This is an optimization exercise on Yosys and OpenROAD, whose aim is small area and a short achievable clock period, not a production implementation. Function was not checked in any run shown here: the RTL went through the layout flow alone. No activity file was given, so power comes from the tool's default toggle rates.

===== flow/design.v =====
module tod_core #(parameter TIME_WIDTH_SUB_NS=20, TIME_WIDTH_NS=32, TIME_WIDTH_SEC=48) (
    input clk,
    input rst_n,
    input set_init_time,  
    input set_offset_time,  
    input plus_offset_time,  
    input wire [TIME_WIDTH_SUB_NS-1:0] init_time_sub_ns,
    input wire [TIME_WIDTH_NS-1:0] init_time_ns,
    input wire [TIME_WIDTH_SEC-1:0] init_time_sec,
    input wire [TIME_WIDTH_SUB_NS-1:0] offset_time_sub_ns,
    input wire [TIME_WIDTH_NS-1:0] offset_time_ns,  
    input wire [TIME_WIDTH_SUB_NS-1:0] incr_time_sub_ns,
    input wire [TIME_WIDTH_NS-1:0] incr_time_ns,
    output reg [TIME_WIDTH_SUB_NS-1:0] time_sub_ns,
    output reg [TIME_WIDTH_NS-1:0] time_ns,
    output reg [TIME_WIDTH_SEC-1:0] time_sec
);
localparam W = TIME_WIDTH_SUB_NS + TIME_WIDTH_NS;    
localparam LW = TIME_WIDTH_SUB_NS + 9;                 
localparam HW = W - LW;                                
localparam [HW-1:0] KP = 23'd1953125;                  
localparam [HW-1:0] KM = -23'd1953125;
wire minus = set_offset_time & ~plus_offset_time;
wire [W-1:0] a = {time_ns, time_sub_ns};
wire [W-1:0] b = {incr_time_ns, incr_time_sub_ns};
wire [W-1:0] o = {offset_time_ns, offset_time_sub_ns};
wire [W-1:0] cn, x, ym;
wire [W-1:0] h = a ^ b;
wire [W-1:0] abn = ~(a & b);
wire [W-1:0] aon = ~(a | b);
wire [W-1:0] ko = o ^ {W{minus}};
genvar i;
generate for (i = 0; i < W; i = i + 1) begin : g_csa
    tod_nand2 u_c (.a(set_offset_time), .b(ko[i]), .y(cn[i]));
    tod_xnor2 u_x (.a(h[i]), .b(cn[i]), .y(x[i]));
    tod_oai21 u_y (.a1(cn[i]), .a2(aon[i]), .b1(abn[i]), .y(ym[i]));
end endgenerate
wire [W-1:0] y = {ym[W-2:0], 1'b0};
wire [LW-1:0] lo;
wire c9;
tod_add_lo u_lo (.a(x[LW-1:0]), .b(y[LW-1:0]), .cin(minus), .s(lo), .cout(c9));
wire [HW-1:0] xu = x[W-1:LW];
wire [HW-1:0] yu = y[W-1:LW];
wire [1:0] ib = incr_time_ns[29:28];
wire [1:0] io = offset_time_ns[29:28];
wire low = minus & (time_ns[29] ? ({1'b0, ib} + 3'd2 <= {1'b0, io}) : (ib <= io));
wire [HW-1:0] ks = low ? KP : KM;         
wire [HW-1:0] xk = xu ^ yu ^ ks;
wire [HW-1:0] yk = {(xu[HW-2:0] & yu[HW-2:0]) | (xu[HW-2:0] & ks[HW-2:0]) | (yu[HW-2:0] & ks[HW-2:0]), 1'b0};
wire [HW-1:0] u0, uk;
wire co0, cok;
wire p0m, c0m, pkm, ckm;                   
tod_add_hi u_h0 (.a(xu), .b(yu), .cin(c9), .s(u0), .cout(co0), .pm(p0m), .cm(c0m));
tod_add_hi u_hk (.a(xk), .b(yk), .cin(c9), .s(uk), .cout(cok), .pm(pkm), .cm(ckm));
wire [TIME_WIDTH_SEC-1:0] ones, zeros;
assign ones[0] = 1'b1;
assign zeros[0] = 1'b1;
genvar k;
generate for (k = 1; k < TIME_WIDTH_SEC; k = k + 1) begin : g_pre
    assign ones[k] = ones[k-1] & time_sec[k-1];
    assign zeros[k] = zeros[k-1] & ~time_sec[k-1];
end endgenerate
localparam NC = 4;
wire ld = set_init_time;
wire e_adv = ~low & ~ld;
wire e_dec = low & ~ld;
wire [NC-1:0] adv_n, dec_n, use_k, use_0;
genvar r;
generate for (r = 0; r < NC; r = r + 1) begin : g_flag
    tod_mux2 u_a (.a(e_adv & ~pkm), .b(e_adv & pkm), .s(ckm), .y(adv_n[r]));
    tod_mux2 u_d (.a(e_dec & p0m), .b(e_dec & ~p0m), .s(c0m), .y(dec_n[r]));
    assign use_k[r] = adv_n[r] | dec_n[r];
    assign use_0[r] = ~(adv_n[r] | dec_n[r] | ld);
end endgenerate
wire [TIME_WIDTH_SEC-1:0] sec_q = ld ? init_time_sec : time_sec;
wire [TIME_WIDTH_SEC-1:0] sec_tn;        
genvar j;
generate for (j = 0; j < TIME_WIDTH_SEC; j = j + 1) begin : g_sfin
    tod_aoi22 u_t (.a1(adv_n[j % NC]), .a2(ones[j]), .b1(dec_n[j % NC]), .b2(zeros[j]), .y(sec_tn[j]));
end endgenerate
wire [TIME_WIDTH_SEC-1:0] sec_nxt = ~(sec_q ^ sec_tn);
wire [HW-1:0] ns_hi_n;
generate for (j = 0; j < HW; j = j + 1) begin : g_nfin
    tod_aoi222 u_m (.a1(use_k[j % NC]), .a2(uk[j]), .b1(use_0[j % NC]), .b2(u0[j]), .c1(ld), .c2(init_time_ns[9+j]), .y(ns_hi_n[j]));
end endgenerate
wire [HW-1:0] ns_hi_nxt = ~ns_hi_n;
always @(posedge clk or negedge rst_n) begin
    if (!rst_n) begin
        time_sub_ns <= {TIME_WIDTH_SUB_NS{1'b0}};
        time_ns <= {TIME_WIDTH_NS{1'b0}};
        time_sec <= {TIME_WIDTH_SEC{1'b0}};
    end
    else begin
        time_sub_ns <= ld ? init_time_sub_ns : lo[TIME_WIDTH_SUB_NS-1:0];
        time_ns <= {ns_hi_nxt, ld ? init_time_ns[8:0] : lo[LW-1:TIME_WIDTH_SUB_NS]};
        time_sec <= sec_nxt;
    end
end
endmodule
module tod_add_lo (input [28:0] a, input [28:0] b, input cin, output [28:0] s, output cout);
wire [28:0] p = a ^ b;
wire [28:0] gn = ~(a & b);
wire [28:0] pn = ~(a | b);    
wire w1 = ~cin;
wire w2;
tod_oai21 uw2 (.a1(pn[0]), .a2(w1), .b1(gn[0]), .y(w2));
wire w3;
tod_oai21 uw3 (.a1(pn[2]), .a2(gn[1]), .b1(gn[2]), .y(w3));
wire w4;
tod_nor2 uw4 (.a(pn[2]), .b(pn[1]), .y(w4));
wire w5;
tod_oai21 uw5 (.a1(pn[4]), .a2(gn[3]), .b1(gn[4]), .y(w5));
wire w6;
tod_nor2 uw6 (.a(pn[4]), .b(pn[3]), .y(w6));
wire w7;
tod_oai21 uw7 (.a1(pn[6]), .a2(gn[5]), .b1(gn[6]), .y(w7));
wire w8;
tod_nor2 uw8 (.a(pn[6]), .b(pn[5]), .y(w8));
wire w9;
tod_oai21 uw9 (.a1(pn[8]), .a2(gn[7]), .b1(gn[8]), .y(w9));
wire w10;
tod_nor2 uw10 (.a(pn[8]), .b(pn[7]), .y(w10));
wire w11;
tod_oai21 uw11 (.a1(pn[10]), .a2(gn[9]), .b1(gn[10]), .y(w11));
wire w12;
tod_nor2 uw12 (.a(pn[10]), .b(pn[9]), .y(w12));
wire w13;
tod_oai21 uw13 (.a1(pn[12]), .a2(gn[11]), .b1(gn[12]), .y(w13));
wire w14;
tod_nor2 uw14 (.a(pn[12]), .b(pn[11]), .y(w14));
wire w15;
tod_oai21 uw15 (.a1(pn[14]), .a2(gn[13]), .b1(gn[14]), .y(w15));
wire w16;
tod_nor2 uw16 (.a(pn[14]), .b(pn[13]), .y(w16));
wire w17;
tod_oai21 uw17 (.a1(pn[16]), .a2(gn[15]), .b1(gn[16]), .y(w17));
wire w18;
tod_nor2 uw18 (.a(pn[16]), .b(pn[15]), .y(w18));
wire w19;
tod_oai21 uw19 (.a1(pn[18]), .a2(gn[17]), .b1(gn[18]), .y(w19));
wire w20;
tod_nor2 uw20 (.a(pn[18]), .b(pn[17]), .y(w20));
wire w21;
tod_oai21 uw21 (.a1(pn[20]), .a2(gn[19]), .b1(gn[20]), .y(w21));
wire w22;
tod_nor2 uw22 (.a(pn[20]), .b(pn[19]), .y(w22));
wire w23;
tod_oai21 uw23 (.a1(pn[22]), .a2(gn[21]), .b1(gn[22]), .y(w23));
wire w24;
tod_nor2 uw24 (.a(pn[22]), .b(pn[21]), .y(w24));
wire w25;
tod_oai21 uw25 (.a1(pn[24]), .a2(gn[23]), .b1(gn[24]), .y(w25));
wire w26;
tod_nor2 uw26 (.a(pn[24]), .b(pn[23]), .y(w26));
wire w27;
tod_oai21 uw27 (.a1(pn[26]), .a2(gn[25]), .b1(gn[26]), .y(w27));
wire w28;
tod_nor2 uw28 (.a(pn[26]), .b(pn[25]), .y(w28));
wire w29;
tod_oai21 uw29 (.a1(pn[28]), .a2(gn[27]), .b1(gn[28]), .y(w29));
wire w30;
tod_nor2 uw30 (.a(pn[28]), .b(pn[27]), .y(w30));
wire w31;
tod_aoi21 uw31 (.a1(w4), .a2(w2), .b1(w3), .y(w31));
wire w32;
tod_aoi21 uw32 (.a1(w8), .a2(w5), .b1(w7), .y(w32));
wire w33;
tod_nand2 uw33 (.a(w8), .b(w6), .y(w33));
wire w34;
tod_aoi21 uw34 (.a1(w12), .a2(w9), .b1(w11), .y(w34));
wire w35;
tod_nand2 uw35 (.a(w12), .b(w10), .y(w35));
wire w36;
tod_aoi21 uw36 (.a1(w16), .a2(w13), .b1(w15), .y(w36));
wire w37;
tod_nand2 uw37 (.a(w16), .b(w14), .y(w37));
wire w38;
tod_aoi21 uw38 (.a1(w20), .a2(w17), .b1(w19), .y(w38));
wire w39;
tod_nand2 uw39 (.a(w20), .b(w18), .y(w39));
wire w40;
tod_aoi21 uw40 (.a1(w24), .a2(w21), .b1(w23), .y(w40));
wire w41;
tod_nand2 uw41 (.a(w24), .b(w22), .y(w41));
wire w42;
tod_aoi21 uw42 (.a1(w28), .a2(w25), .b1(w27), .y(w42));
wire w43;
tod_nand2 uw43 (.a(w28), .b(w26), .y(w43));
wire w44;
tod_oai21 uw44 (.a1(w33), .a2(w31), .b1(w32), .y(w44));
wire w45;
tod_oai21 uw45 (.a1(w37), .a2(w34), .b1(w36), .y(w45));
wire w46;
tod_nor2 uw46 (.a(w37), .b(w35), .y(w46));
wire w47;
tod_oai21 uw47 (.a1(w41), .a2(w38), .b1(w40), .y(w47));
wire w48;
tod_nor2 uw48 (.a(w41), .b(w39), .y(w48));
wire w49;
tod_aoi21 uw49 (.a1(w46), .a2(w44), .b1(w45), .y(w49));
wire w50 = ~w49;
wire w51;
tod_aoi21 uw51 (.a1(w48), .a2(w50), .b1(w47), .y(w51));
wire w52 = ~w44;
wire w53;
tod_oai21 uw53 (.a1(w35), .a2(w52), .b1(w34), .y(w53));
wire w54;
tod_oai21 uw54 (.a1(w39), .a2(w49), .b1(w38), .y(w54));
wire w55;
tod_oai21 uw55 (.a1(w43), .a2(w51), .b1(w42), .y(w55));
wire w56 = ~w31;
wire w57;
tod_aoi21 uw57 (.a1(w6), .a2(w56), .b1(w5), .y(w57));
wire w58;
tod_aoi21 uw58 (.a1(w10), .a2(w44), .b1(w9), .y(w58));
wire w59;
tod_aoi21 uw59 (.a1(w14), .a2(w53), .b1(w13), .y(w59));
wire w60;
tod_aoi21 uw60 (.a1(w18), .a2(w50), .b1(w17), .y(w60));
wire w61;
tod_aoi21 uw61 (.a1(w22), .a2(w54), .b1(w21), .y(w61));
wire w62 = ~w51;
wire w63;
tod_aoi21 uw63 (.a1(w26), .a2(w62), .b1(w25), .y(w63));
wire w64;
tod_aoi21 uw64 (.a1(w30), .a2(w55), .b1(w29), .y(w64));
wire w65 = ~w2;
wire w66;
tod_oai21 uw66 (.a1(pn[1]), .a2(w65), .b1(gn[1]), .y(w66));
wire w67;
tod_oai21 uw67 (.a1(pn[3]), .a2(w31), .b1(gn[3]), .y(w67));
wire w68;
tod_oai21 uw68 (.a1(pn[5]), .a2(w57), .b1(gn[5]), .y(w68));
wire w69;
tod_oai21 uw69 (.a1(pn[7]), .a2(w52), .b1(gn[7]), .y(w69));
wire w70;
tod_oai21 uw70 (.a1(pn[9]), .a2(w58), .b1(gn[9]), .y(w70));
wire w71 = ~w53;
wire w72;
tod_oai21 uw72 (.a1(pn[11]), .a2(w71), .b1(gn[11]), .y(w72));
wire w73;
tod_oai21 uw73 (.a1(pn[13]), .a2(w59), .b1(gn[13]), .y(w73));
wire w74;
tod_oai21 uw74 (.a1(pn[15]), .a2(w49), .b1(gn[15]), .y(w74));
wire w75;
tod_oai21 uw75 (.a1(pn[17]), .a2(w60), .b1(gn[17]), .y(w75));
wire w76 = ~w54;
wire w77;
tod_oai21 uw77 (.a1(pn[19]), .a2(w76), .b1(gn[19]), .y(w77));
wire w78;
tod_oai21 uw78 (.a1(pn[21]), .a2(w61), .b1(gn[21]), .y(w78));
wire w79;
tod_oai21 uw79 (.a1(pn[23]), .a2(w51), .b1(gn[23]), .y(w79));
wire w80;
tod_oai21 uw80 (.a1(pn[25]), .a2(w63), .b1(gn[25]), .y(w80));
wire w81 = ~w55;
wire w82;
tod_oai21 uw82 (.a1(pn[27]), .a2(w81), .b1(gn[27]), .y(w82));
wire [29:0] cy;
assign cy[0] = cin;
assign cy[1] = w2;
assign cy[2] = w66;
assign cy[3] = ~w31;
assign cy[4] = w67;
assign cy[5] = ~w57;
assign cy[6] = w68;
assign cy[7] = w44;
assign cy[8] = w69;
assign cy[9] = ~w58;
assign cy[10] = w70;
assign cy[11] = w53;
assign cy[12] = w72;
assign cy[13] = ~w59;
assign cy[14] = w73;
assign cy[15] = ~w49;
assign cy[16] = w74;
assign cy[17] = ~w60;
assign cy[18] = w75;
assign cy[19] = w54;
assign cy[20] = w77;
assign cy[21] = ~w61;
assign cy[22] = w78;
assign cy[23] = ~w51;
assign cy[24] = w79;
assign cy[25] = ~w63;
assign cy[26] = w80;
assign cy[27] = w55;
assign cy[28] = w82;
assign cy[29] = ~w64;
assign s = p ^ cy[28:0];
assign cout = cy[29];
endmodule
module tod_add_hi (input [22:0] a, input [22:0] b, input cin, output [22:0] s, output cout, output pm, output cm);
wire [22:0] p = a ^ b;
wire [22:0] gn = ~(a & b);
wire [22:0] pn = ~(a | b);    
wire w1;
tod_oai21 uw1 (.a1(pn[1]), .a2(gn[0]), .b1(gn[1]), .y(w1));
wire w2;
tod_nor2 uw2 (.a(pn[1]), .b(pn[0]), .y(w2));
wire w3;
tod_oai21 uw3 (.a1(pn[3]), .a2(gn[2]), .b1(gn[3]), .y(w3));
wire w4;
tod_nor2 uw4 (.a(pn[3]), .b(pn[2]), .y(w4));
wire w5;
tod_oai21 uw5 (.a1(pn[5]), .a2(gn[4]), .b1(gn[5]), .y(w5));
wire w6;
tod_nor2 uw6 (.a(pn[5]), .b(pn[4]), .y(w6));
wire w7;
tod_oai21 uw7 (.a1(pn[7]), .a2(gn[6]), .b1(gn[7]), .y(w7));
wire w8;
tod_nor2 uw8 (.a(pn[7]), .b(pn[6]), .y(w8));
wire w9;
tod_oai21 uw9 (.a1(pn[9]), .a2(gn[8]), .b1(gn[9]), .y(w9));
wire w10;
tod_nor2 uw10 (.a(pn[9]), .b(pn[8]), .y(w10));
wire w11;
tod_oai21 uw11 (.a1(pn[11]), .a2(gn[10]), .b1(gn[11]), .y(w11));
wire w12;
tod_nor2 uw12 (.a(pn[11]), .b(pn[10]), .y(w12));
wire w13;
tod_oai21 uw13 (.a1(pn[13]), .a2(gn[12]), .b1(gn[13]), .y(w13));
wire w14;
tod_nor2 uw14 (.a(pn[13]), .b(pn[12]), .y(w14));
wire w15;
tod_oai21 uw15 (.a1(pn[15]), .a2(gn[14]), .b1(gn[15]), .y(w15));
wire w16;
tod_nor2 uw16 (.a(pn[15]), .b(pn[14]), .y(w16));
wire w17;
tod_oai21 uw17 (.a1(pn[17]), .a2(gn[16]), .b1(gn[17]), .y(w17));
wire w18;
tod_nor2 uw18 (.a(pn[17]), .b(pn[16]), .y(w18));
wire w19;
tod_oai21 uw19 (.a1(pn[19]), .a2(gn[18]), .b1(gn[19]), .y(w19));
wire w20;
tod_nor2 uw20 (.a(pn[19]), .b(pn[18]), .y(w20));
wire w21;
tod_oai21 uw21 (.a1(pn[21]), .a2(gn[20]), .b1(gn[21]), .y(w21));
wire w22;
tod_nor2 uw22 (.a(pn[21]), .b(pn[20]), .y(w22));
wire w23;
tod_aoi21 uw23 (.a1(w4), .a2(w1), .b1(w3), .y(w23));
wire w24;
tod_nand2 uw24 (.a(w4), .b(w2), .y(w24));
wire w25;
tod_aoi21 uw25 (.a1(w8), .a2(w5), .b1(w7), .y(w25));
wire w26;
tod_nand2 uw26 (.a(w8), .b(w6), .y(w26));
wire w27;
tod_aoi21 uw27 (.a1(w12), .a2(w9), .b1(w11), .y(w27));
wire w28;
tod_nand2 uw28 (.a(w12), .b(w10), .y(w28));
wire w29;
tod_aoi21 uw29 (.a1(w16), .a2(w13), .b1(w15), .y(w29));
wire w30;
tod_nand2 uw30 (.a(w16), .b(w14), .y(w30));
wire w31;
tod_aoi21 uw31 (.a1(w20), .a2(w17), .b1(w19), .y(w31));
wire w32;
tod_nand2 uw32 (.a(w20), .b(w18), .y(w32));
wire w33;
tod_oai21 uw33 (.a1(w26), .a2(w23), .b1(w25), .y(w33));
wire w34;
tod_nor2 uw34 (.a(w26), .b(w24), .y(w34));
wire w35;
tod_oai21 uw35 (.a1(w30), .a2(w27), .b1(w29), .y(w35));
wire w36;
tod_nor2 uw36 (.a(w30), .b(w28), .y(w36));
wire w37;
tod_aoi21 uw37 (.a1(w36), .a2(w33), .b1(w35), .y(w37));
wire w38;
tod_nand2 uw38 (.a(w36), .b(w34), .y(w38));
wire w39 = ~w33;
wire w40;
tod_oai21 uw40 (.a1(w28), .a2(w39), .b1(w27), .y(w40));
wire w41 = ~w34;
wire w42;
tod_nor2 uw42 (.a(w28), .b(w41), .y(w42));
wire w43;
tod_oai21 uw43 (.a1(w32), .a2(w37), .b1(w31), .y(w43));
wire w44;
tod_nor2 uw44 (.a(w32), .b(w38), .y(w44));
wire w45 = ~w23;
wire w46;
tod_aoi21 uw46 (.a1(w6), .a2(w45), .b1(w5), .y(w46));
wire w47 = ~w24;
wire w48;
tod_nand2 uw48 (.a(w6), .b(w47), .y(w48));
wire w49;
tod_aoi21 uw49 (.a1(w10), .a2(w33), .b1(w9), .y(w49));
wire w50;
tod_nand2 uw50 (.a(w10), .b(w34), .y(w50));
wire w51;
tod_aoi21 uw51 (.a1(w14), .a2(w40), .b1(w13), .y(w51));
wire w52;
tod_nand2 uw52 (.a(w14), .b(w42), .y(w52));
wire w53 = ~w37;
wire w54;
tod_aoi21 uw54 (.a1(w18), .a2(w53), .b1(w17), .y(w54));
wire w55 = ~w38;
wire w56;
tod_nand2 uw56 (.a(w18), .b(w55), .y(w56));
wire w57;
tod_aoi21 uw57 (.a1(w22), .a2(w43), .b1(w21), .y(w57));
wire w58;
tod_nand2 uw58 (.a(w22), .b(w44), .y(w58));
wire w59 = ~w1;
wire w60;
tod_oai21 uw60 (.a1(pn[2]), .a2(w59), .b1(gn[2]), .y(w60));
wire w61 = ~w2;
wire w62;
tod_nor2 uw62 (.a(pn[2]), .b(w61), .y(w62));
wire w63;
tod_oai21 uw63 (.a1(pn[4]), .a2(w23), .b1(gn[4]), .y(w63));
wire w64;
tod_nor2 uw64 (.a(pn[4]), .b(w24), .y(w64));
wire w65;
tod_oai21 uw65 (.a1(pn[6]), .a2(w46), .b1(gn[6]), .y(w65));
wire w66;
tod_nor2 uw66 (.a(pn[6]), .b(w48), .y(w66));
wire w67;
tod_oai21 uw67 (.a1(pn[8]), .a2(w39), .b1(gn[8]), .y(w67));
wire w68;
tod_nor2 uw68 (.a(pn[8]), .b(w41), .y(w68));
wire w69;
tod_oai21 uw69 (.a1(pn[10]), .a2(w49), .b1(gn[10]), .y(w69));
wire w70;
tod_nor2 uw70 (.a(pn[10]), .b(w50), .y(w70));
wire w71 = ~w40;
wire w72;
tod_oai21 uw72 (.a1(pn[12]), .a2(w71), .b1(gn[12]), .y(w72));
wire w73 = ~w42;
wire w74;
tod_nor2 uw74 (.a(pn[12]), .b(w73), .y(w74));
wire w75;
tod_oai21 uw75 (.a1(pn[14]), .a2(w51), .b1(gn[14]), .y(w75));
wire w76;
tod_nor2 uw76 (.a(pn[14]), .b(w52), .y(w76));
wire w77;
tod_oai21 uw77 (.a1(pn[16]), .a2(w37), .b1(gn[16]), .y(w77));
wire w78;
tod_nor2 uw78 (.a(pn[16]), .b(w38), .y(w78));
wire w79;
tod_oai21 uw79 (.a1(pn[18]), .a2(w54), .b1(gn[18]), .y(w79));
wire w80;
tod_nor2 uw80 (.a(pn[18]), .b(w56), .y(w80));
wire w81 = ~w43;
wire w82;
tod_oai21 uw82 (.a1(pn[20]), .a2(w81), .b1(gn[20]), .y(w82));
wire w83 = ~w44;
wire w84;
tod_nor2 uw84 (.a(pn[20]), .b(w83), .y(w84));
wire w85;
tod_oai21 uw85 (.a1(pn[22]), .a2(w57), .b1(gn[22]), .y(w85));
wire w86;
tod_nor2 uw86 (.a(pn[22]), .b(w58), .y(w86));
wire [23:0] cy;
assign cy[0] = cin;
wire w87 = ~cin;
wire w88;
tod_oai21 uw88 (.a1(pn[0]), .a2(w87), .b1(gn[0]), .y(w88));
assign cy[1] = w88;
wire w89;
tod_aoi21 uw89 (.a1(w2), .a2(cin), .b1(w1), .y(w89));
assign cy[2] = ~w89;
wire w90;
tod_aoi21 uw90 (.a1(w62), .a2(cin), .b1(w60), .y(w90));
assign cy[3] = ~w90;
wire w91;
tod_oai21 uw91 (.a1(w24), .a2(w87), .b1(w23), .y(w91));
assign cy[4] = w91;
wire w92;
tod_aoi21 uw92 (.a1(w64), .a2(cin), .b1(w63), .y(w92));
assign cy[5] = ~w92;
wire w93;
tod_oai21 uw93 (.a1(w48), .a2(w87), .b1(w46), .y(w93));
assign cy[6] = w93;
wire w94;
tod_aoi21 uw94 (.a1(w66), .a2(cin), .b1(w65), .y(w94));
assign cy[7] = ~w94;
wire w95;
tod_aoi21 uw95 (.a1(w34), .a2(cin), .b1(w33), .y(w95));
assign cy[8] = ~w95;
wire w96;
tod_aoi21 uw96 (.a1(w68), .a2(cin), .b1(w67), .y(w96));
assign cy[9] = ~w96;
wire w97;
tod_oai21 uw97 (.a1(w50), .a2(w87), .b1(w49), .y(w97));
assign cy[10] = w97;
wire w98;
tod_aoi21 uw98 (.a1(w70), .a2(cin), .b1(w69), .y(w98));
assign cy[11] = ~w98;
wire w99;
tod_aoi21 uw99 (.a1(w42), .a2(cin), .b1(w40), .y(w99));
assign cy[12] = ~w99;
wire w100;
tod_aoi21 uw100 (.a1(w74), .a2(cin), .b1(w72), .y(w100));
assign cy[13] = ~w100;
wire w101;
tod_oai21 uw101 (.a1(w52), .a2(w87), .b1(w51), .y(w101));
assign cy[14] = w101;
wire w102;
tod_aoi21 uw102 (.a1(w76), .a2(cin), .b1(w75), .y(w102));
assign cy[15] = ~w102;
wire w103;
tod_oai21 uw103 (.a1(w38), .a2(w87), .b1(w37), .y(w103));
assign cy[16] = w103;
wire w104;
tod_aoi21 uw104 (.a1(w78), .a2(cin), .b1(w77), .y(w104));
assign cy[17] = ~w104;
wire w105;
tod_oai21 uw105 (.a1(w56), .a2(w87), .b1(w54), .y(w105));
assign cy[18] = w105;
wire w106;
tod_aoi21 uw106 (.a1(w80), .a2(cin), .b1(w79), .y(w106));
assign cy[19] = ~w106;
wire w107;
tod_aoi21 uw107 (.a1(w44), .a2(cin), .b1(w43), .y(w107));
assign cy[20] = ~w107;
wire w108;
tod_aoi21 uw108 (.a1(w84), .a2(cin), .b1(w82), .y(w108));
assign cy[21] = ~w108;
wire w109;
tod_oai21 uw109 (.a1(w58), .a2(w87), .b1(w57), .y(w109));
assign cy[22] = w109;
wire w110;
tod_aoi21 uw110 (.a1(w86), .a2(cin), .b1(w85), .y(w110));
assign cy[23] = ~w110;
assign s = p ^ cy[22:0];
assign cout = cy[23];
assign pm = p[22];
assign cm = cy[22];
endmodule
module tod_aoi21 (input a1, input a2, input b1, output y);
assign y = ~((a1 & a2) | b1);
endmodule
module tod_oai21 (input a1, input a2, input b1, output y);
assign y = ~((a1 | a2) & b1);
endmodule
module tod_nand2 (input a, input b, output y);
assign y = ~(a & b);
endmodule
module tod_nor2 (input a, input b, output y);
assign y = ~(a | b);
endmodule
module tod_mux2 (input a, input b, input s, output y);
assign y = s ? b : a;
endmodule
module tod_xnor2 (input a, input b, output y);
assign y = ~(a ^ b);
endmodule
module tod_aoi22 (input a1, input a2, input b1, input b2, output y);
assign y = ~((a1 & a2) | (b1 & b2));
endmodule
module tod_aoi222 (input a1, input a2, input b1, input b2, input c1, input c2, output y);
assign y = ~((a1 & a2) | (b1 & b2) | (c1 & c2));
endmodule

===== flow/flow/run.sh =====
#!/bin/bash
# The standard layout (standard.sh), with three changes to how it is made:
# - synthesis maps all logic with flow/abc.script, an area-oriented ABC script (see flow/synth.tcl);
# - the port buffers use the smallest buffer cell instead of buffer_ports' default;
# - repair_timing works towards a setup slack of 10 ns at the design's clock period.
# - extra ORFS settings: "SYNTH_KEEP_MODULES=tod_aoi21 tod_oai21 tod_nand2 tod_nor2 tod_aoi22 tod_aoi222 tod_xnor2 tod_mux2" (SYNTH_KEEP_MODULES keeps the one-gate blocks of
#   rtl/tod_core.v apart in synthesis, so each maps to one library gate).
# The output of every step goes to standard.log here (ORFS's own per-step logs stay in orfs/logs).
set -euo pipefail
export FLOW_ABC_SCRIPT=$PWD/flow/abc.script
bash standard.sh SYNTH_SCRIPT=$PWD/flow/synth.tcl "BUFFER_PORTS_ARGS=-buffer_cell sky130_fd_sc_hd__buf_1" SETUP_SLACK_MARGIN=10 "SYNTH_KEEP_MODULES=tod_aoi21 tod_oai21 tod_nand2 tod_nor2 tod_aoi22 tod_aoi222 tod_xnor2 tod_mux2" finish > standard.log 2>&1

===== flow/flow/abc.script =====
&get -n
&st
&dch -f
&nf -a
&put

===== flow/flow/synth.tcl =====
# synth_recipe.tcl (the standard synthesis) with two changes: ABC maps with
# flow/abc.script in place of ORFS's abc_speed.script, and full and half adders
# are not extracted into fa/ha cells first (ABC maps that logic with the rest).
# Everything else, including the register names and cells, is as in the
# standard synthesis.
proc synth {args} { yosys synth -nofsm -noshare {*}$args }
proc extract_fa {args} { }
proc abc {args} {
  set i [lsearch -exact $args -script]
  if { $i >= 0 } {
    set args [lreplace $args [expr {$i + 1}] [expr {$i + 1}] $::env(FLOW_ABC_SCRIPT)]
  }
  yosys abc {*}$args
}
source $::env(SCRIPTS_DIR)/synth.tcl
# left out here: clear keep_hierarchy, flatten, clean up, hide names made inside functions, write 1_2_yosys.v

===== flow/standard.sh =====
#!/bin/bash
# synth_recipe.tcl (not shown) runs the flow's synth.tcl, then flattens the netlist and writes it again
# the make line also repeats each setting of config.mk as NAME=value (left out here)
make -C /OpenROAD-flow-scripts/flow DESIGN_CONFIG=/design/flow/config.mk WORK_HOME=/design/flow/orfs CLKGATE_MAP_FILE= SYNTH_SCRIPT=/design/flow/synth_recipe.tcl "${@:-finish}"

===== flow/config.mk =====
export PLATFORM = sky130hd
export DESIGN_NAME = tod_core
export DESIGN_NICKNAME = tod_core
export VERILOG_FILES = /design/flow/design.v
export SDC_FILE = /design/flow/constraint.sdc
export NUM_CORES = 4
export LEC_CHECK = 0
export CAP_MARGIN = 20
export CORE_MARGIN = 2
export CORE_UTILIZATION = 55
export SLEW_MARGIN = 20

===== flow/constraint.sdc =====
create_clock -name core_clock -period 18.0 [get_ports {clk}]
set_input_delay 3.6000 -clock core_clock [delete_from_list [all_inputs] [get_ports {clk}]]
set_output_delay 3.6000 -clock core_clock [all_outputs]
set_load 0.01 [all_outputs]

==> results.rst, run 1 <==
.. list-table::
   :header-rows: 1

   * - Metric
     - Value
   * - Remaining design rule violation count
     - 0
   * - Total detailed-routing wirelength
     - between 30,000 and 40,000 µm
   * - Mean area per synthesized cell
     - 7.17 µm²
   * - Pins Over Slew Limit
     - 0
   * - Clock tree from TritonCTS
     - yes
   * - Worst-case headroom to the max-slew limit
     - between 30% and 40%
   * - Max capacitance violation total
     - 0
   * - Die Y-Extent
     - approximately 140 µm
   * - Number of optimization iterations in the first detailed-route pass
     - 8
   * - Antenna Diode Count
     - 0
   * - Total global routing overflow
     - 0
   * - Effective utilization at floorplan
     - between 50% and 60%
   * - Detailed route wirelength on metal3
     - around 2600 µm
   * - Cell taking the most area after synthesis
     - sky130_fd_sc_hd__dfrtp_1
   * - PortBufs
     - around 300
   * - Length of routed met2 wiring
     - between 15,000 and 20,000 µm
   * - Clock latency at the later pin of the worst-skew pair
     - 360 ps
   * - Actual slew at the worst max-slew pin
     - about 940 ps
   * - Filler cell count
     - 1,701
   * - Min Hold Slack
     - between 600 and 700 ps
   * - Standard cell area after detailed placement
     - roughly 12,000 µm²
   * - Clock Tree Buf Depth
     - 2
   * - Worst min path class
     - flip-flop to flip-flop
   * - Post-route clock period utilization
     - between 40% and 50%
   * - GRT Util Overall
     - 31.6%
   * - Synthesized instance count
     - 1,472
   * - Global-route wire length before repair
     - between 50,000 and 60,000 µm
   * - Flip-flop and latch count after synthesis
     - 100
   * - Detailed placement HPWL
     - 24,200 µm
   * - Post-route core utilization
     - 69.2%
   * - Endpoint type of the worst setup path
     - flip-flop
   * - Maximum clock frequency
     - between 100 and 150 MHz
   * - Post-synthesis async set-or-reset flop share
     - 100%
   * - Layout overhead on the synthesized area
     - 23.0%
   * - Leakage power summed over all cells
     - approximately 4.9 nW
   * - TritonCTS buffer count
     - 9
   * - Dominant cells by area after synthesis
     - sky130_fd_sc_hd__dfrtp_1 24%, sky130_fd_sc_hd__xnor2_1 17%, sky130_fd_sc_hd__o21ai_0 9.6%, sky130_fd_sc_hd__nand2_1 8.2%, sky130_fd_sc_hd__nor2_1 7.4%
   * - Nets@finish
     - ~2.0k
   * - Post-Route Skew
     - 11.3 ps
   * - Number of standard-cell rows in the floorplan
     - 50
   * - Met1 layer wirelength in the final routing
     - between 10,000 and 15,000 µm
   * - Power per unit of standard cell area
     - 192 nW/µm²
   * - VDD IR-drop max
     - about 0.09 mV
   * - Number of enable-type register cells in the synthesized netlist
     - 0
   * - Via count of the routed design
     - ~12k
   * - Clock sink count
     - 100
   * - Arrival time at the worst endpoint
     - 8060 ps
   * - Most used flip-flop cell after synthesis
     - sky130_fd_sc_hd__dfrtp_1
   * - Number of buffers inserted by hold repair at cts
     - 0
   * - Number of non-filler instances in the completed layout
     - 2,062
   * - Largest fanout of any net on the critical path
     - 14
   * - Non-Filler Cell Area, Final
     - roughly 13,000 µm²
   * - Yosys warning total
     - 1
   * - Count of unique library cells instantiated by Yosys
     - 26
   * - Number of cells in the design after placement
     - 2,022
   * - Synth top cells by count
     - 230 x sky130_fd_sc_hd__nand2_1, 207 x sky130_fd_sc_hd__nor2_1, 202 x sky130_fd_sc_hd__o21ai_0
   * - Startpoint type of the worst setup path
     - input pin
   * - Setup Slack @ Placement
     - 7020 ps
   * - Share of cells above drive strength 1
     - under 10%
   * - Chip width
     - approximately 140 µm
   * - Area of the mapped netlist
     - 10,600 µm²
   * - Via-to-Cell Ratio
     - about 5.6
   * - Sequential share of the synthesized area
     - between 20% and 30%
   * - Core Area
     - 18,800 µm²
   * - Total negative setup slack
     - 0 ps
   * - Share of Yosys cell area claimed by the top area cell type
     - about a quarter
   * - Required time at the worst-slack endpoint
     - around 18,000 ps
   * - Sum of internal, switching and leakage power
     - between 2 and 2.5 mW
   * - Worst-path clk slew
     - about 80 ps
   * - First-iteration detailed-routing DRC count
     - about 930
   * - Wire length per cell
     - 16.5 µm
   * - Result of the run
     - timing/DRC/antenna clean
   * - Highest metal used
     - met4
   * - Worst reg2reg setup slack
     - slightly above 10,000 ps
   * - Most repeated cell in the gate-level netlist after synthesis
     - sky130_fd_sc_hd__nand2_1
   * - Largest net degree at the start of global routing
     - 72
   * - Vias in the first global route
     - roughly 10k
   * - Fin worst setup slack
     - roughly 10,000 ps
   * - Setup-failing EPs final
     - 0
   * - Number of antenna violations at the first check in global routing
     - 1
   * - Ports placed on the boundary
     - just over 300
   * - Setup repair after global routing missed its margin
     - no
   * - Clock root buffer master
     - sky130_fd_sc_hd__clkbuf_16
   * - H-tree level count
     - 3
   * - Worst Path Class, Setup
     - input pin to flip-flop
   * - Count of final hold-check violations
     - 0
   * - RePlAce Congestion
     - between 0.9 and 1
   * - Residual antenna-violating net count after detailed routing
     - 0
   * - Die ar.
     - 20,300 µm²
   * - Post-layout min period
     - 7830 ps
-- Yosys stat by module (local to each module, per instance), excerpt --
module / area (µm²) / copies in the design / cells / flip-flops and latches
tod_mux2: 11.3 / 8 / 1 / 0
tod_aoi22: 7.51 / 48 / 1 / 0
tod_oai21: 5.00 / 152 / 1 / 0
tod_aoi21: 5.00 / 66 / 1 / 0
tod_nor2: 3.75 / 66 / 1 / 0
tod_nand2: 3.75 / 80 / 1 / 0
-- report_power, final --
part	leakage, nW	internal, mW	total, mW	switching, mW
logic	3.59	0.760	1.89	1.13
registers	1.18	0.305	0.392	0.0867
clock network	0.151	0.101	0.212	0.111
total	4.93	1.17	2.50	1.33
-- cells in the final DEF, fill, tap and decap left out, drive strengths merged, types with 69 or more instances in the layout --
cell    count
nand2     230
dfrtp     100
clkinv     75
nor2b      84
a21oi      69
xor2       77
xnor2     199
nor2      207
o21ai     202
buf       330
-- flip-flops by register name (all words and copies together) (netlist names) --
register / count
time_sec: 48
time_ns: 32
time_sub_ns: 20
-- path summary, 6_finish.rpt --
path                                        startpoint                   endpoint  depth (start not counted)
worst max register to register   time_sec[3]$_DFF_PN0_     time_sec[47]$_DFF_PN0_                         18
min in group asynchronous                        rst_n      time_ns[19]$_DFF_PN0_                          1
max in group asynchronous                        rst_n  time_sub_ns[12]$_DFF_PN0_                          2
worst min-delay path            time_sec[47]$_DFF_PN0_     time_sec[47]$_DFF_PN0_                          2
worst min register to register  time_sec[47]$_DFF_PN0_     time_sec[47]$_DFF_PN0_                          2
worst max-delay path                   set_offset_time      time_ns[31]$_DFF_PN0_                         21
-- worst max-delay path, cell delays in order --
cell	delay [ps]
sky130_fd_sc_hd__buf_2	250
sky130_fd_sc_hd__buf_12	220
sky130_fd_sc_hd__nand2b_4	120
sky130_fd_sc_hd__buf_12	160
sky130_fd_sc_hd__xnor2_1	120
sky130_fd_sc_hd__nand2_1	120
sky130_fd_sc_hd__o21ai_1	290
sky130_fd_sc_hd__xor2_2	240
sky130_fd_sc_hd__xnor2_1	160
sky130_fd_sc_hd__nor2_1	90
sky130_fd_sc_hd__nor2_1	190
sky130_fd_sc_hd__nand2_1	130
sky130_fd_sc_hd__nor2_2	210
sky130_fd_sc_hd__nand2_1	160
sky130_fd_sc_hd__nor2_2	230
sky130_fd_sc_hd__nand2_1	140
sky130_fd_sc_hd__o21ai_4	250
sky130_fd_sc_hd__mux2_4	440
sky130_fd_sc_hd__or2_4	350
sky130_fd_sc_hd__a222oi_1	410
sky130_fd_sc_hd__clkinv_1	140
-- layer usage --
layer	GRT usage, %	vias to the layer above
li1	-	5710
met1	42.9	5295
met2	53.0	452
met3	4.00	47
met4	9.07	0
met5	0	-
-- area by class of cell --
| cell class | count | area, µm² | area share (%) |
|---|---|---|---|
| Clock inverter | 7 | 86.3 | 0.664 |
| Clock buffer | 9 | 225 | 1.73 |
| Tap cell | 234 | 293 | 2.25 |
| Inverter | 73 | 277 | 2.13 |
| Multi-Input combinational cell | 1305 | 8190 | 63.0 |
| Timing Repair Buffer | 334 | 1420 | 10.9 |
| Sequential cell | 100 | 2500 | 19.3 |
-- timing repair --
item	CTS	global route
cloned	3	2
pin swaps	2	7
buffers inserted	9	10
endpoints found under the setup margin	71	27
gates resized for setup	51	63
-- cells by family (layout without fill, tap and decap cells) --
family                    Yosys count  count (layout)  synth area share (%)
DFF                               100             100                  23.7
buffers and inverters              74             423                  2.67
AOI/OAI and AO/OA                 342             342                  18.4
and+or+nand+nor                   623             626                  26.9
xor gates and xnor gates          276             276                  22.9
muxes                              56              56                  5.40
other                               1               5                0.0355
==> run 2, diff against run 1 <==
==> flow/flow/run.sh (replaced) <==
#!/bin/bash
# The standard layout (standard.sh), with three changes to how it is made:
# - synthesis maps all logic with flow/abc.script, an area-oriented ABC script (see flow/synth.tcl);
# - the port buffers use the smallest buffer cell instead of buffer_ports' default;
# - repair_timing works towards a setup slack of 10.5 ns at the design's clock period.
# - extra ORFS settings: "SYNTH_KEEP_MODULES=tod_aoi21 tod_oai21 tod_nand2 tod_nor2 tod_aoi22 tod_aoi222 tod_xnor2 tod_mux2" (SYNTH_KEEP_MODULES keeps the one-gate blocks of
#   rtl/tod_core.v apart in synthesis, so each maps to one library gate).
# The output of every step goes to standard.log here (ORFS's own per-step logs stay in orfs/logs).
set -euo pipefail
export FLOW_ABC_SCRIPT=$PWD/flow/abc.script
bash standard.sh SYNTH_SCRIPT=$PWD/flow/synth.tcl "BUFFER_PORTS_ARGS=-buffer_cell sky130_fd_sc_hd__buf_1" SETUP_SLACK_MARGIN=10.5 "SYNTH_KEEP_MODULES=tod_aoi21 tod_oai21 tod_nand2 tod_nor2 tod_aoi22 tod_aoi222 tod_xnor2 tod_mux2" finish > standard.log 2>&1
==> results.rst, run 2 <==
.. list-table::
   :header-rows: 1

   * - Metric
     - Value
   * - Leading cell type in the layout, fill and taps excluded
     - sky130_fd_sc_hd__buf_1
   * - Synthesized-area fraction occupied by xor and xnor cells
     - 22.9% (unchanged)
   * - Setup-failing EPs final
     - 0 (unchanged)
   * - Count of unique library cells instantiated by Yosys
     - 26 (unchanged)
   * - Clock sink count
     - 100 (unchanged)
   * - Sequential share of the synthesized area
     - 23.7% (unchanged)
   * - Worst-case headroom to the max-slew limit
     - 31.0% (-6.4 points)
   * - Most used flip-flop cell after synthesis
     - sky130_fd_sc_hd__dfrtp_1
   * - Launch instance of the worst register-to-register path
     - time_sec[2]$_DFF_PN0_
   * - Worst Path Class, Setup
     - input pin to flip-flop
   * - Synthesized instance count
     - 1,472 (unchanged)
   * - Worst reg2reg setup slack
     - 10,630 ps (+250 ps)
   * - Post-Route Skew
     - 13.4 ps (+2.09 ps)
   * - Via-to-Cell Ratio
     - 5.61 (+0.58%)
   * - Post-synthesis compound-gate area fraction
     - 18.4% (unchanged)
   * - Ports placed on the boundary
     - 309 (unchanged)
   * - Total detailed-routing wirelength
     - 35,600 µm (+4.7%)
   * - Post-synthesis async set-or-reset flop share
     - 100% (unchanged)
   * - Worst min path class
     - flip-flop to flip-flop
   * - Vias in the first global route
     - 10.2k (-1.9%)
   * - GRT Util Overall
     - 32.4% (+0.76 points)
   * - Share of cells above drive strength 1
     - 12.6% (+6.1 points)
   * - CP max stage cell
     - sky130_fd_sc_hd__a222oi_1
   * - First-iteration detailed-routing DRC count
     - 796 (-14%)
   * - Chip width
     - 143 µm (unchanged)
   * - Remaining design rule violation count
     - 0 (unchanged)
   * - Required time at the worst-slack endpoint
     - 18,230 ps (about the same)
   * - PortBufs
     - 308 (unchanged)
   * - End of the worst register-to-register path
     - time_sec[47]$_DFF_PN0_
   * - Simple-Gate Fraction of Synth Area
     - 26.9% (unchanged)
   * - Clock Tree Buf Depth
     - 2 (unchanged)
   * - H-tree level count
     - 3 (unchanged)
   * - Power per unit of standard cell area
     - 196 nW/µm² (+2.0%)
   * - Count of final hold-check violations
     - 0 (unchanged)
   * - Clock root buffer master
     - sky130_fd_sc_hd__clkbuf_16
   * - Number of standard-cell rows in the floorplan
     - 50 (unchanged)
   * - Area taken by multi-input logic gates
     - 8610 µm² (+5.2%)
   * - Result of the run
     - timing/DRC/antenna clean
   * - Maximum clock frequency
     - 135 MHz (+6.1%)
   * - Cell-by-cell trace of the critical path
     - buf_6 -> buf_12 -> nand2b_4 -> buf_12 -> buf_16 -> xnor2_2 -> nand2_1 -> xnor2_2 -> xor2_2 -> xnor2_2 -> nor2_2 -> nor2_2 -> a21oi_2 -> o21ai_4 -> a21oi_4 -> o21ai_4 -> a21oi_2 -> o21ai_4 -> mux2_4 -> or2_4 -> a222oi_1 -> clkinv_1
   * - Critical Path Sink
     - time_ns[23]$_DFF_PN0_
   * - Post-route core utilization
     - 73.9% (+4.7 points)
   * - Global-route wire length before repair
     - 51,800 µm (+1.1%)
   * - Most repeated cell in the gate-level netlist after synthesis
     - sky130_fd_sc_hd__nand2_1
   * - Post-layout min period
     - 7380 ps (-451 ps)
   * - Detailed placement HPWL
     - 24,100 µm (-0.74%)
   * - Synth top cells by count
     - 230 x sky130_fd_sc_hd__nand2_1, 207 x sky130_fd_sc_hd__nor2_1, 202 x sky130_fd_sc_hd__o21ai_0
   * - TritonCTS buffer count
     - 9 (unchanged)
   * - Most frequent cells in the layout
     - 305 x sky130_fd_sc_hd__buf_1, 222 x sky130_fd_sc_hd__nand2_1, 177 x sky130_fd_sc_hd__nor2_1
   * - Proportion of synthesized area in mux cells
     - 5.40% (unchanged)
   * - Max capacitance violation total
     - 0 (unchanged)
   * - Arrival time at the worst endpoint
     - 7610 ps (-450 ps)
   * - Total negative setup slack
     - 0 ps (unchanged)
   * - Total area of sequential cells
     - 2510 µm² (about the same)
   * - Largest registers
     - time_sec: 48 flops, time_ns: 32 flops, time_sub_ns: 20 flops
   * - Startpoint type of the worst setup path
     - input pin
   * - Die Y-Extent
     - 143 µm (unchanged)
   * - Die ar.
     - 20,300 µm² (unchanged)
   * - Residual antenna-violating net count after detailed routing
     - 0 (unchanged)
   * - Yosys warning total
     - 1 (unchanged)
   * - Number of enable-type register cells in the synthesized netlist
     - 0 (unchanged)
   * - Filler cell count
     - 1,572 (-7.6%)
   * - Nets@finish
     - 2,071 (+1.9%)
   * - Actual slew at the worst max-slew pin
     - 1040 ps (+95.4 ps)
   * - Share of Yosys cell area claimed by the top area cell type
     - 23.7% (unchanged)
   * - Largest Register
     - time_sec
   * - Largest net degree at the start of global routing
     - 95 (+32%)
   * - Largest fanout of any net on the critical path
     - 8 (-6)
   * - Dominant cells by area after synthesis
     - sky130_fd_sc_hd__dfrtp_1 24%, sky130_fd_sc_hd__xnor2_1 17%, sky130_fd_sc_hd__o21ai_0 9.6%, sky130_fd_sc_hd__nand2_1 8.2%, sky130_fd_sc_hd__nor2_1 7.4%
   * - Worst-path clk slew
     - 80 ps (about the same)
   * - Wire length per cell
     - 17.0 µm (+2.7%)
   * - Number of optimization iterations in the first detailed-route pass
     - 6 (-2)
   * - Count of buffer and inverter cells on the critical path
     - 5 (+1)
   * - Via count of the routed design
     - 11.8k (+2.5%)
   * - Endpoint type of the worst setup path
     - flip-flop
   * - Flip-flop and latch count after synthesis
     - 100 (unchanged)
   * - Slowest cell delay on critical path
     - 380 ps (-60 ps)
   * - Adder-cell share of the synthesized area
     - 0% (unchanged)
   * - Number of logic stages on the critical path including buffering
     - 22 (+4.8%)
   * - Kind of cell adding the most delay to the critical path
     - compound AO/OA/AOI/OAI gates
   * - Mean area per synthesized cell
     - 7.17 µm² (unchanged)
   * - Post-route clock period utilization
     - 41.0% (-2.5 points)
   * - Clock tree from TritonCTS
     - yes
   * - RePlAce Congestion
     - 0.894 (-3.5%)
   * - Count of cells along the worst register-to-register path
     - 18 (unchanged)
   * - Launch point of the worst path
     - set_offset_time
   * - Cell taking the most area after synthesis
     - sky130_fd_sc_hd__dfrtp_1
   * - VDD IR-drop max
     - 0.106 mV (+16%)
   * - Area of the mapped netlist
     - 10,600 µm² (unchanged)
   * - Largest family of logic cells by synthesized area
     - simple AND/OR/NAND/NOR gates
   * - Max FFs per register
     - 48 (unchanged)
   * - Core Area
     - 18,800 µm² (unchanged)
   * - Number of antenna violations at the first check in global routing
     - 2 (+1)
   * - Setup repair after global routing missed its margin
     - yes
   * - Layout overhead on the synthesized area
     - 31.4%
   * - Total global routing overflow
     - 0 (unchanged)
   * - Effective utilization at floorplan
     - 56.3% (unchanged)
   * - Clock latency at the later pin of the worst-skew pair
     - 360 ps (about the same)
   * - Leakage power summed over all cells
     - 5.37 nW (+9.0%)
   * - Pins Over Slew Limit
     - 0 (unchanged)
## run 2: power breakdown
part	total [mW]	switching (mW)	leakage, nW	internal (mW)
clock	0.217	0.104	0.159	0.113
sequential	0.390	0.0837	1.18	0.306
combinational	2.11	1.23	4.03	0.881
total	2.72	1.42	5.37	1.30
## run 2: cell type report
cell class / count / area share (%)
well taps: 234 / 2.11
multi-input cells: 1302 / 62.1
clock buffers: 9 / 1.62
repair buffers: 376 / 13.4
inverters: 73 / 2.00
clock inverters: 7 / 0.676
diodes: 1 / 0.0180
flip-flops and latches: 100 / 18.1
## run 2: repair_timing
action | CTS | global route
pin swaps | 13 | 43
setup buffers | 26 | 32
endpoints found under the setup margin | 72 | 71
cloned | 4 | 2
gates resized for setup | 66 | 124
hold buffers | 0 | 0
## run 2: logic make-up after synthesis
kind of cell,after synthesis
compound gates,342
mux,56
flops,100
other cells,1
buf+inv,74
simple gates,623
xor+xnor,276
## run 2: worst reg2reg max path, stage by stage (launching register included)
cell	delay (ps)
sky130_fd_sc_hd__dfrtp_2	440
sky130_fd_sc_hd__or4_4	560
sky130_fd_sc_hd__nor4_4	320
sky130_fd_sc_hd__or4b_4	530
sky130_fd_sc_hd__nor4_4	180
sky130_fd_sc_hd__nand2b_1	150
sky130_fd_sc_hd__or4_4	470
sky130_fd_sc_hd__or4_4	460
sky130_fd_sc_hd__or4_4	450
sky130_fd_sc_hd__or4_4	460
sky130_fd_sc_hd__or4_4	460
sky130_fd_sc_hd__or4_4	460
sky130_fd_sc_hd__or4_4	470
sky130_fd_sc_hd__or4_4	460
sky130_fd_sc_hd__or4_4	460
sky130_fd_sc_hd__or4_4	490
sky130_fd_sc_hd__nor4_4	170
sky130_fd_sc_hd__a22oi_2	100
sky130_fd_sc_hd__xor2_1	170
## run 2: modules after synthesis (local to each module, per instance), a selection
module      flops+latches  times used
tod_xnor2               0          52
tod_aoi21               0          66
tod_oai21               0         152
tod_nand2               0          80
tod_nor2                0          66
tod_aoi222              0          23
tod_mux2                0           8
tod_aoi22               0          48
## run 2: how the worst min path moves through the flow
stage | startpoint | end | slack, ps | depth (start not counted)
2_1_floorplan | time_sec[47]$_DFF_PN0_ | time_sec[47]$_DFF_PN0_ | 620 | 2
3_3_place_gp | time_sec[47]$_DFF_PN0_ | time_sec[47]$_DFF_PN0_ | 570 | 2
3_5_place_dp | time_sec[47]$_DFF_PN0_ | time_sec[47]$_DFF_PN0_ | 620 | 2
4_1_cts | time_sec[47]$_DFF_PN0_ | time_sec[47]$_DFF_PN0_ | 640 | 2
5_1_grt | time_sec[47]$_DFF_PN0_ | time_sec[47]$_DFF_PN0_ | 650 | 2
6_report | time_sec[47]$_DFF_PN0_ | time_sec[47]$_DFF_PN0_ | 640 | 2
## run 2: through the flow
stage | power (mW) | hold slack [ps] | cells | cell area [µm²] | setup WS [ps]
after global placement | 2.14 | 569 | 2021 | 12200 | 8660
after CTS | 2.52 | 643 | 2067 | 13100 | 10500
after detailed placement | 2.16 | 624 | 2021 | 12200 | 8520
after global routing | 2.92 | 652 | 2101 | 13900 | 10430
after floorplan | 1.76 | 618 | 1476 | 10700 | 10510
final | 2.72 | 638 | 2102 | 13900 | 10620
## run 2: per-layer routing
metal	global-route usage (%)	share of wire, %
met1	44.0	42
met2	53.1	47
met3	5.59	8.7
met4	9.33	2.5
met5	0	0.031

-- re-timing with driven ports --
No port has a modelled driver above. Below, the same layouts with a new extraction and two added sets of constraints. Step 1, drivers: a clkbuf_16 drives clk and a buf_2 each remaining input, both assumed. Step 2 times the ports against the registers' clock, not the clock port: input delays grow and output delays shrink by t, the midpoint of the rising clock arrivals with the driver on. Three values: ideal ports, drivers, drivers and shift; two values: the first two.
| run | t (ns) | setup WS [ns] | worst setup path at the end | pins driven straight from the clock port |
|---|---|---|---|---|
| run 1 | 0.404 | 10.167 / 10.192 / 9.788 | input to register | 1 |
| run 2 | 0.409 | 10.619 / 10.631 / 10.229 | input to register | 1 |
After both steps every run listed still meets setup and hold. For run 2, which loses most, drivers alone change the setup slack by +0.012 ns; drivers and shift together by -0.390 ns.
